Source: an optimization exercise on an open RTL-to-GDS flow (aim: small area). Production flows keep margins and buffers that such runs may drop. At most, simulation tests tie the RTL to the original design; equivalence was not proved. No activity file was given, so power comes from the tool's default toggle rates.

==> module hr_ring, before the edit <==
module hr_ring (
    input  wire        clk,
    input  wire        rst,
    input  wire        se,
    input  wire [9:0]  H,
    output wire [9:0]  mx,
    output wire        idle,
    output reg         clr
);
    localparam NW = 197;                    
    reg  [4*NW-1:0] r;                      
    reg  [7:0] c;                           
    reg  [1:0] f;                           
    reg  [1:0] mode;                        
    reg  [9:0] V;                           
    reg  [8:0] z;                           
    reg  [2:0] oatr;                        
    wire [3:0] tap = r[4*NW-1:4*NW-4];
    wire       start = (mode == 2'd1) & (c == 8'd0);
    assign idle = (mode == 2'd0);
    reg  [9:0]  mxr;                        
    wire [9:0]  X  = mode[1] ? V : mxr;
    wire [10:0] Dx = {1'b0, X} - {1'b0, H};
    wire        lo = Dx[10] & mode[0];      
    wire [9:0]  v0 = lo ? H : X;
    wire [9:0]  Dv = lo ? 10'd0 : Dx[9:0];  
    wire [8:0]  z0 = start ? 9'd0 : z;
    wire        Dhi = |Dv[9:3];
    wire        zhi = (z0[8:3] == 6'b011111);    
    reg  [3:0] ow;
    reg  [1:0] m;
    reg  [2:0] o, zc;       
    reg  [2:0] oat;         
    reg        fsn, fnext, fhere;
    reg  [1:0] fl;
    integer k;
    wire [9:0] zn = {1'b0, z0} + {7'd0, zc};
    wire       zdone = zn[8] & (|zn[7:0] | zn[9]);    
    reg        wr;                          
    always @(*) begin
        ow = tap; o = 3'd0; zc = 3'd0; oat = 3'd0; fsn = ~start & (|z[8:1]);    
        wr = ~start & mode[0]; fhere = 1'b0; fnext = 1'b0; fl = f;
        for (k = 0; k < 4; k = k + 1) begin
            if (!(start && k < f)) begin
                if (!wr) begin
                    if (!tap[k]) begin
                        zc = zc + 3'd1;
                        if (!fsn && !(start && k == f)) begin
                            fsn = 1'b1; oat = o; fhere = 1'b1; fl = k;
                        end
                    end else begin
                        o = o + 3'd1;
                    end
                    if ((!Dhi && Dv[2:0] == o) || (zhi && ({1'b0, z0[2:0]} + zc == 4'd8))) begin
                        wr = 1'b1;
                        if (!fsn) begin
                            fsn = 1'b1; oat = o;
                            if (k == 3) begin fnext = 1'b1; fl = 2'd0; end
                            else begin fhere = 1'b1; fl = k + 1; end
                        end
                    end
                end else begin
                    if (Dhi || Dv[2:0] > o) begin
                        ow[k] = 1'b1; o = o + 3'd1;
                    end else begin
                        ow[k] = 1'b0; zc = zc + 3'd1;
                    end
                end
            end
        end
        m = {1'b1, wr};
    end
    wire [1:0] mnext = (m == 2'd3 && zdone) ? 2'd0 : m;
    wire [9:0] vn = v0 - {7'd0, mode[1] | start ? o : oatr};
    assign mx = vn;                         
    wire busy = start | mode[1];
    always @(posedge clk) begin
        r <= {r[4*NW-5:0], clr ? 4'd0 : (busy ? ow : tap)};
        if (clr) f <= 2'd0;
        if (busy) begin
            V <= vn;
            z <= z0 + {6'd0, zc};
            f <= fl;
        end
    end
    always @(posedge clk or posedge rst) begin
        if (rst) begin
            clr <= 1'b1; c <= 8'd0; mode <= 2'd0; mxr <= 10'd0; oatr <= 3'd0;
        end else begin
            if (clr & (c == NW-1)) clr <= 1'b0;
            if (busy & fhere)      c <= 8'd1;
            else if (busy & fnext) c <= 8'd0;
            else                   c <= (c == NW-1) ? 8'd0 : c + 8'd1;
            if (busy) begin
                mode <= mnext;
                if (fhere | fnext) begin mxr <= v0; oatr <= oat; end
            end else if (se) begin
                mode <= 2'd1;
                mxr <= vn; oatr <= 3'd0;
            end
        end
    end
endmodule
export LEC_CHECK = 0
export CAP_MARGIN = 20
export CORE_MARGIN = 2
export CORE_UTILIZATION = 60
export CTS_BUF_LIST = sky130_fd_sc_hd__clkbuf_8
export CTS_CLUSTER_DIAMETER = 50
export CTS_CLUSTER_SIZE = 20
export PLACE_DENSITY = 0.75
export SLEW_MARGIN = 20
create_clock -name core_clock -period 650.0 [get_ports {clk}]
standard.sh (not shown) runs the stock make flow with config.mk's settings and CLKGATE_MAP_FILE= SYNTH_SCRIPT=/design/flow/synth_recipe.tcl, a recipe that flattens the netlist after the stock synthesis.
==> flow/flow/run.sh <==
#!/bin/bash
# The standard layout (standard.sh, which runs the ORFS flow unchanged),
# with two settings passed through the environment:
#  - the clock tree is built without dummy loads (CTS -dont_use_dummy_load);
#  - ports are buffered with the smallest buffer.
# Each tool's full output goes to standard_run.log in this folder.
set -euo pipefail
export CTS_ARGS="-sink_clustering_enable -repair_clock_nets -dont_use_dummy_load -sink_clustering_size 20 -sink_clustering_max_diameter 50 -buf_list sky130_fd_sc_hd__clkbuf_8"
export BUFFER_PORTS_ARGS="-buffer_cell sky130_fd_sc_hd__buf_1"
bash standard.sh > standard_run.log 2>&1
The first run ran to the end with no violations.
Then changed:
--- a/flow/design.v
+++ b/flow/design.v
@@ -130,10 +130,11 @@
     localparam NW = 197;                    
     reg  [4*NW-1:0] r;                      
     reg  [7:0] c;                           
     reg  [1:0] f;                           
     reg  [1:0] mode;                        
+    reg        fs;                          
     reg  [9:0] V;                           
     reg  [8:0] z;                           
     reg  [2:0] oatr;                        
     wire [3:0] tap = r[4*NW-1:4*NW-4];
     wire       start = (mode == 2'd1) & (c == 8'd0);
@@ -154,43 +155,41 @@
     reg        fsn, fnext, fhere;
     reg  [1:0] fl;
     integer k;
     wire [9:0] zn = {1'b0, z0} + {7'd0, zc};
     wire       zdone = zn[8] & (|zn[7:0] | zn[9]);    
-    reg        wr;                          
     always @(*) begin
-        ow = tap; o = 3'd0; zc = 3'd0; oat = 3'd0; fsn = ~start & (|z[8:1]);    
-        wr = ~start & mode[0]; fhere = 1'b0; fnext = 1'b0; fl = f;
+        ow = tap; o = 3'd0; zc = 3'd0; oat = 3'd0; fsn = start ? 1'b0 : fs;
+        m = start ? 2'd2 : mode; fhere = 1'b0; fnext = 1'b0; fl = f;
         for (k = 0; k < 4; k = k + 1) begin
             if (!(start && k < f)) begin
-                if (!wr) begin
+                if (m == 2'd2) begin
                     if (!tap[k]) begin
                         zc = zc + 3'd1;
                         if (!fsn && !(start && k == f)) begin
                             fsn = 1'b1; oat = o; fhere = 1'b1; fl = k;
                         end
                     end else begin
                         o = o + 3'd1;
                     end
                     if ((!Dhi && Dv[2:0] == o) || (zhi && ({1'b0, z0[2:0]} + zc == 4'd8))) begin
-                        wr = 1'b1;
+                        m = 2'd3;
                         if (!fsn) begin
                             fsn = 1'b1; oat = o;
                             if (k == 3) begin fnext = 1'b1; fl = 2'd0; end
                             else begin fhere = 1'b1; fl = k + 1; end
                         end
                     end
-                end else begin
+                end else if (m == 2'd3) begin
                     if (Dhi || Dv[2:0] > o) begin
                         ow[k] = 1'b1; o = o + 3'd1;
                     end else begin
                         ow[k] = 1'b0; zc = zc + 3'd1;
                     end
                 end
             end
         end
-        m = {1'b1, wr};
     end
     wire [1:0] mnext = (m == 2'd3 && zdone) ? 2'd0 : m;
     wire [9:0] vn = v0 - {7'd0, mode[1] | start ? o : oatr};
     assign mx = vn;                         
     wire busy = start | mode[1];
@@ -198,10 +197,11 @@
         r <= {r[4*NW-5:0], clr ? 4'd0 : (busy ? ow : tap)};
         if (clr) f <= 2'd0;
         if (busy) begin
             V <= vn;
             z <= z0 + {6'd0, zc};
+            fs <= fsn;
             f <= fl;
         end
     end
     always @(posedge clk or posedge rst) begin
         if (rst) begin
The new run completed with no timing, DRC or antenna violations.
Design area grows by 0.80%.
Wire length climbs by 3.5%.
Fmax stays flat.
Clock power is about the same.
Die area went up by 0.83%.
Area after synthesis went up by 0.84%.
Core utilization drops by 0.50 points.
Worst hold slack gets worse by 0.057 ns.
Combinational power goes up to 4.7 times its value.
Setup slack got worse by 0.14 ns.
Register-to-register slack gets better by 0.05 ns.
No functional check of the RTL was part of any run of this note.

---

The RTL this note starts from:
==> flow/design.v <==
module HR_estimator #(
        parameter CLK_FREQ = 200,
        parameter NUM_PEAKS = 4
)(
    input  wire        clk,
    input  wire        rst,
    input  wire        sample_en,
    input  signed [7:0] Xin,
    output wire [31:0] bpm
);
    wire [10:0] Y;
    wire [9:0]  mx;
    wire        pd, clr, idle;
    wire [13:0] q;
    hr_pre  u_pre  (.clk(clk), .rst(rst), .se(sample_en), .Xin(Xin), .clr(clr),
                    .idle(idle), .Y(Y));
    hr_peak u_peak (.clk(clk), .rst(rst), .se(sample_en), .Y(Y), .mx(mx), .pd(pd));
    hr_ring u_ring (.clk(clk), .rst(rst), .se(sample_en), .H(Y[10:1]), .mx(mx),
                    .idle(idle), .clr(clr));
    hr_rr   u_rr   (.clk(clk), .rst(rst), .se(sample_en), .pd(pd), .clr(clr), .q(q));
    assign bpm = {18'd0, q};
endmodule
module hr_pre (
    input  wire        clk,
    input  wire        rst,
    input  wire        se,
    input  signed [7:0] Xin,
    input  wire        clr,       
    input  wire        idle,      
    output reg  [10:0] Y
);
    reg signed [7:0] xp;
    reg  [4:0] act;
    wire [4:0] astep = {act[3:0], act[4] ^ act[2]};
    wire signed [8:0] dx = Xin - xp;
    wire flat = (dx <= 9'sd20) && (dx >= -9'sd20);
    wire sleep = (act == 5'd17);
    wire a16   = (act == 5'd24);
    wire pre = se & ~sleep;
    always @(posedge clk or posedge rst) begin
        if (rst) begin
            xp  <= 8'sd0;
            act <= 5'd1;
        end else if (se) begin
            xp <= Xin;
            if (sleep)      act <= flat ? 5'd17 : 5'd1;
            else if (a16)   act <= 5'd17;
            else            act <= flat ? astep : 5'd1;
        end
    end
    reg  [47:0] dr;       
    reg  [2:0] c6;
    reg  [2:0] st;        
    reg signed [10:0] acc;
    wire [7:0] dt = dr[47:40];
    wire       dins = (st == 3'd1) & (c6 == 3'd0);
    always @(posedge clk) begin
        dr <= {dr[39:0], clr ? 8'd0 : (dins ? xp : dt)};
        if (clr) c6 <= 3'd0;
        else if (!dins) c6 <= (c6 == 3'd5) ? 3'd0 : c6 + 3'd1;
    end
    wire        dbl = (st == 3'd2) | (st == 3'd4);
    wire        neg = (st == 3'd3) | (st == 3'd4);
    wire [10:0] opd = dbl ? {{2{dt[7]}}, dt, 1'b0} : {{3{dt[7]}}, dt};
    wire [10:0] sum = (dins ? 11'd0 : acc) + (neg ? ~opd : opd) + {10'd0, neg};
    always @(posedge clk)
        if (dins | (st == 3'd2) | (st == 3'd3) | (st == 3'd4)) acc <= sum;
    wire signed [7:0] dsh = acc[10:3];
    wire [6:0] rect = dsh[7] ? -dsh[6:0] : dsh[6:0];
    reg  [3:0] c2;
    reg  [111:0] w;       
    wire [6:0] wt = w[111:105];
    wire       wins = (st == 3'd5) & (c2 == 4'd0) & idle;
    always @(posedge clk) begin
        w <= {w[104:0], clr ? 7'd0 : (wins ? rect : wt)};
        if (clr) c2 <= 4'd0;
        else if (!wins) c2 <= c2 + 4'd1;
    end
    always @(posedge clk or posedge rst) begin
        if (rst) begin
            st <= 3'd0;
            Y  <= 11'd0;
        end else begin
            if (pre) st <= 3'd1;
            else if (dins | (st == 3'd2) | (st == 3'd3) | (st == 3'd4)) st <= st + 3'd1;
            else if (wins) st <= 3'd0;
            if (wins) Y <= Y + rect - wt;
        end
    end
endmodule
module hr_peak (
    input  wire        clk,
    input  wire        rst,
    input  wire        se,
    input  wire [10:0] Y,
    input  wire [9:0]  mx,        
    output reg         pd
);
    reg  [9:0] thr, mv;           
    reg  [5:0] ps;
    reg  [3:0] tcnt;
    wire slow = (ps == 6'd42);
    wire raw = {1'b0, Y} > ({2'b0, thr} + 12'd50);
    wire heavy = ~slow | (tcnt == 4'd7);
    always @(posedge clk or posedge rst) begin
        if (rst) begin
            thr <= 0; mv <= 0; pd <= 0; ps <= 6'd1; tcnt <= 0;
        end else if (se) begin
            pd <= raw;
            tcnt <= tcnt + 4'd1;
            if (ps == 6'd53)  ps <= 6'd42;      
            else if (raw)     ps <= 6'd1;
            else if (!slow)   ps <= {ps[4:0], ps[5] ^ ps[4]};
            if (heavy) begin
                thr <= mv;
                mv  <= mx;
            end
        end
    end
endmodule
module hr_ring (
    input  wire        clk,
    input  wire        rst,
    input  wire        se,
    input  wire [9:0]  H,
    output wire [9:0]  mx,
    output wire        idle,
    output reg         clr
);
    localparam NW = 197;                    
    reg  [4*NW-1:0] r;                      
    reg  [7:0] c;                           
    reg  [1:0] f;                           
    reg  [1:0] mode;                        
    reg        fs;                          
    reg  [9:0] V;                           
    reg  [8:0] z;                           
    reg  [2:0] oatr;                        
    wire [3:0] tap = r[4*NW-1:4*NW-4];
    wire       start = (mode == 2'd1) & (c == 8'd0);
    assign idle = (mode == 2'd0);
    reg  [9:0]  mxr;                        
    wire [9:0]  X  = mode[1] ? V : mxr;
    wire [10:0] Dx = {1'b0, X} - {1'b0, H};
    wire        lo = Dx[10] & mode[0];      
    wire [9:0]  v0 = lo ? H : X;
    wire [9:0]  Dv = lo ? 10'd0 : Dx[9:0];  
    wire [8:0]  z0 = start ? 9'd0 : z;
    wire        Dhi = |Dv[9:3];
    wire        zhi = (z0[8:3] == 6'b011111);    
    reg  [3:0] ow;
    reg  [1:0] m;
    reg  [2:0] o, zc;       
    reg  [2:0] oat;         
    reg        fsn, fnext, fhere;
    reg  [1:0] fl;
    integer k;
    wire [9:0] zn = {1'b0, z0} + {7'd0, zc};
    wire       zdone = zn[8] & (|zn[7:0] | zn[9]);    
    reg        wr;                          
    always @(*) begin
        ow = tap; o = 3'd0; zc = 3'd0; oat = 3'd0; fsn = start ? 1'b0 : fs;
        wr = ~start & mode[0]; fhere = 1'b0; fnext = 1'b0; fl = f;
        for (k = 0; k < 4; k = k + 1) begin
            if (!(start && k < f)) begin
                if (!wr) begin
                    if (!tap[k]) begin
                        zc = zc + 3'd1;
                        if (!fsn && !(start && k == f)) begin
                            fsn = 1'b1; oat = o; fhere = 1'b1; fl = k;
                        end
                    end else begin
                        o = o + 3'd1;
                    end
                    if ((!Dhi && Dv[2:0] == o) || (zhi && ({1'b0, z0[2:0]} + zc == 4'd8))) begin
                        wr = 1'b1;
                        if (!fsn) begin
                            fsn = 1'b1; oat = o;
                            if (k == 3) begin fnext = 1'b1; fl = 2'd0; end
                            else begin fhere = 1'b1; fl = k + 1; end
                        end
                    end
                end else begin
                    if (Dhi || Dv[2:0] > o) begin
                        ow[k] = 1'b1; o = o + 3'd1;
                    end else begin
                        ow[k] = 1'b0; zc = zc + 3'd1;
                    end
                end
            end
        end
        m = {1'b1, wr};
    end
    wire [1:0] mnext = (m == 2'd3 && zdone) ? 2'd0 : m;
    wire [9:0] vn = v0 - {7'd0, mode[1] | start ? o : oatr};
    assign mx = vn;                         
    wire busy = start | mode[1];
    always @(posedge clk) begin
        r <= {r[4*NW-5:0], clr ? 4'd0 : (busy ? ow : tap)};
        if (clr) f <= 2'd0;
        if (busy) begin
            V <= vn;
            z <= z0 + {6'd0, zc};
            fs <= fsn;
            f <= fl;
        end
    end
    always @(posedge clk or posedge rst) begin
        if (rst) begin
            clr <= 1'b1; c <= 8'd0; mode <= 2'd0; mxr <= 10'd0; oatr <= 3'd0;
        end else begin
            if (clr & (c == NW-1)) clr <= 1'b0;
            if (busy & fhere)      c <= 8'd1;
            else if (busy & fnext) c <= 8'd0;
            else                   c <= (c == NW-1) ? 8'd0 : c + 8'd1;
            if (busy) begin
                mode <= mnext;
                if (fhere | fnext) begin mxr <= v0; oatr <= oat; end
            end else if (se) begin
                mode <= 2'd1;
                mxr <= vn; oatr <= 3'd0;
            end
        end
    end
endmodule
module hr_rr (
    input  wire        clk,
    input  wire        rst,
    input  wire        se,
    input  wire        pd,
    input  wire        clr,
    output reg  [13:0] q
);
    reg  [18:0] tr, cr;
    reg  [4:0]  p;
    reg         ppd, done, pz, pend, act, cya, cyb, sh, run, dpend;
    reg  [1:0]  icnt, op;       
    reg  [3:0]  dc;
    wire rise = pd & ~ppd;
    wire go   = pend & (p == 5'd0);
    wire en   = go | act;
    wire p0   = (p == 5'd0);
    wire tb   = tr[18];
    wire cb   = cr[18];
    wire low  = ~p[4];                           
    wire [13:0] DIVIDEND = 14'd12000;
    wire tsub = (op == 2'd1);
    wire tadd = (op[0] & ~tsub) | tsub;          
    wire ta_b = cb ^ tsub;
    wire ta_c = p0 ? tsub : cya;
    wire tnew = tb ^ ta_b ^ ta_c;
    wire first = (dc == 4'd13);
    wire rold  = cb & ~first;
    wire dsub  = first | q[0];
    wire da    = p0 ? DIVIDEND[dc] : sh;
    wire db    = (low & tr[16]) ^ dsub;
    wire dcin  = p0 ? dsub : cyb;
    wire dsum  = da ^ db ^ dcin;
    wire icin  = p0 | cyb;
    wire cinc  = low & (cb ^ icin);
    always @(posedge clk) begin
        p <= (p == 5'd18 || clr) ? 5'd0 : p + 5'd1;
        tr <= {tr[17:0], clr ? 1'b0 : ((en & tadd) ? tnew : tb)};
        cr <= {cr[17:0], clr ? 1'b0 : (run ? dsum : (en ? cinc : cb))};
        cya <= (tb & ta_b) | (tb & ta_c) | (ta_b & ta_c);
        cyb <= run ? ((da & db) | (da & dcin) | (db & dcin)) : (cb & icin);
        sh  <= rold;
        if (run) begin
            if (p == 5'd18) dc <= dc - 4'd1;
        end else dc <= 4'd13;
    end
    always @(posedge clk or posedge rst) begin
        if (rst) begin
            ppd <= 0; done <= 0; pz <= 1'b1; icnt <= 0; pend <= 0; act <= 0;
            op <= 0; run <= 0; q <= 0; dpend <= 0;
        end else begin
            if (go) pend <= 1'b0;
            if (go) act <= 1'b1;
            else if (p == 5'd18) act <= 1'b0;
            if (se && !done) begin
                ppd  <= pd;
                pend <= 1'b1;
                op   <= !rise ? 2'd0 : pz ? 2'd1 : (icnt == 2'd3) ? 2'd3 : 2'd2;
                if (rise && !pz) begin
                    icnt <= icnt + 2'd1;
                    if (icnt == 2'd3) done <= 1'b1;
                end
            end
            if (en && op != 2'd0) begin
                if (op != 2'd3) begin
                    if (low) pz <= (p0 | pz) & ~cb;
                end else begin
                    if (p == 5'd2)                  pz <= tnew;
                    else if (p > 5'd2 && p < 5'd18) pz <= pz | tnew;
                    else if (p == 5'd18)            pz <= pz & ~tnew;
                end
            end
            if (done && se && icnt == 2'd0) begin
                icnt <= 2'd1;
                if (pz) dpend <= 1'b1;
            end
            if (dpend && p == 5'd18) begin
                dpend <= 1'b0;
                run <= 1'b1;
            end
            if (run && p == 5'd18) begin
                q <= {q[12:0], ~dsum};
                if (dc == 4'd0) run <= 1'b0;
            end
        end
    end
endmodule
export LEC_CHECK = 0
export CAP_MARGIN = 20
export CORE_MARGIN = 2
export CORE_UTILIZATION = 60
export CTS_BUF_LIST = sky130_fd_sc_hd__clkbuf_8
export CTS_CLUSTER_DIAMETER = 50
export CTS_CLUSTER_SIZE = 20
export PLACE_DENSITY = 0.75
export SLEW_MARGIN = 20
create_clock -name core_clock -period 650.0 [get_ports {clk}]
Scripts as last shown in full above: flow/flow/run.sh
Then changed:
--- a/flow/design.v
+++ b/flow/design.v
@@ -198,11 +198,9 @@
     always @(posedge clk) begin
         r <= {r[4*NW-5:0], clr ? 4'd0 : (busy ? ow : tap)};
+        V <= vn;
+        z <= zn[8:0];
+        fs <= fsn;
         if (clr) f <= 2'd0;
-        if (busy) begin
-            V <= vn;
-            z <= z0 + {6'd0, zc};
-            fs <= fsn;
-            f <= fl;
-        end
+        else if (busy) f <= fl;
     end
     always @(posedge clk or posedge rst) begin
The changed run finished clean.
Die area went down slightly.
Non-clock buffer count went up by 3.
Power goes down slightly.
First-iteration DRC count is lower by a few percent.
Synthesized cell count hardly moves.
Final area drops slightly.
Sequential power hardly moves.
Global-route usage grows by 0.18 points.

port drivers added, routing unchanged:
The results above use ideal ports. As a check the final layouts listed here were re-extracted and re-timed, cells and wires unchanged.
Step 1 sets driving cells, clkbuf_16 on the clock port and buf_2 on the other inputs (assumed; they add their load-dependent delay and slew).
Step 2 times the ports against the registers' clock, not the clock port: input delays grow and output delays shrink by t, the midpoint of the rising clock arrivals with the driver on.
Three values: no drivers, after step 1, after step 2; two values: the first two.
run | t (ns) | setup WS [ns] | worst setup path after step 2 | clock arrival spread, ns | worst data-port slew with drivers (ns)
the first run of note 1 | 0.706 | 517.778 / 517.812 / 517.106 | input to register | 0.106 / 0.106 | 0.03
the second run of note 1 | 0.700 | 517.636 / 517.606 / 516.907 | input to register | 0.113 / 0.113 | 0.09
the first run of note 2 | 0.699 | 517.501 / 517.527 / 516.828 | input to register | 0.090 / 0.091 | 0.07
the second run of note 2 | 0.682 | 517.395 / 517.427 / 516.745 | input to register | 0.137 / 0.138 | 0.14
After both steps every run listed still meets setup and hold. The setup slack of the second run of note 1, which loses most, moves by -0.030 ns with the drivers and by -0.729 ns with both steps.
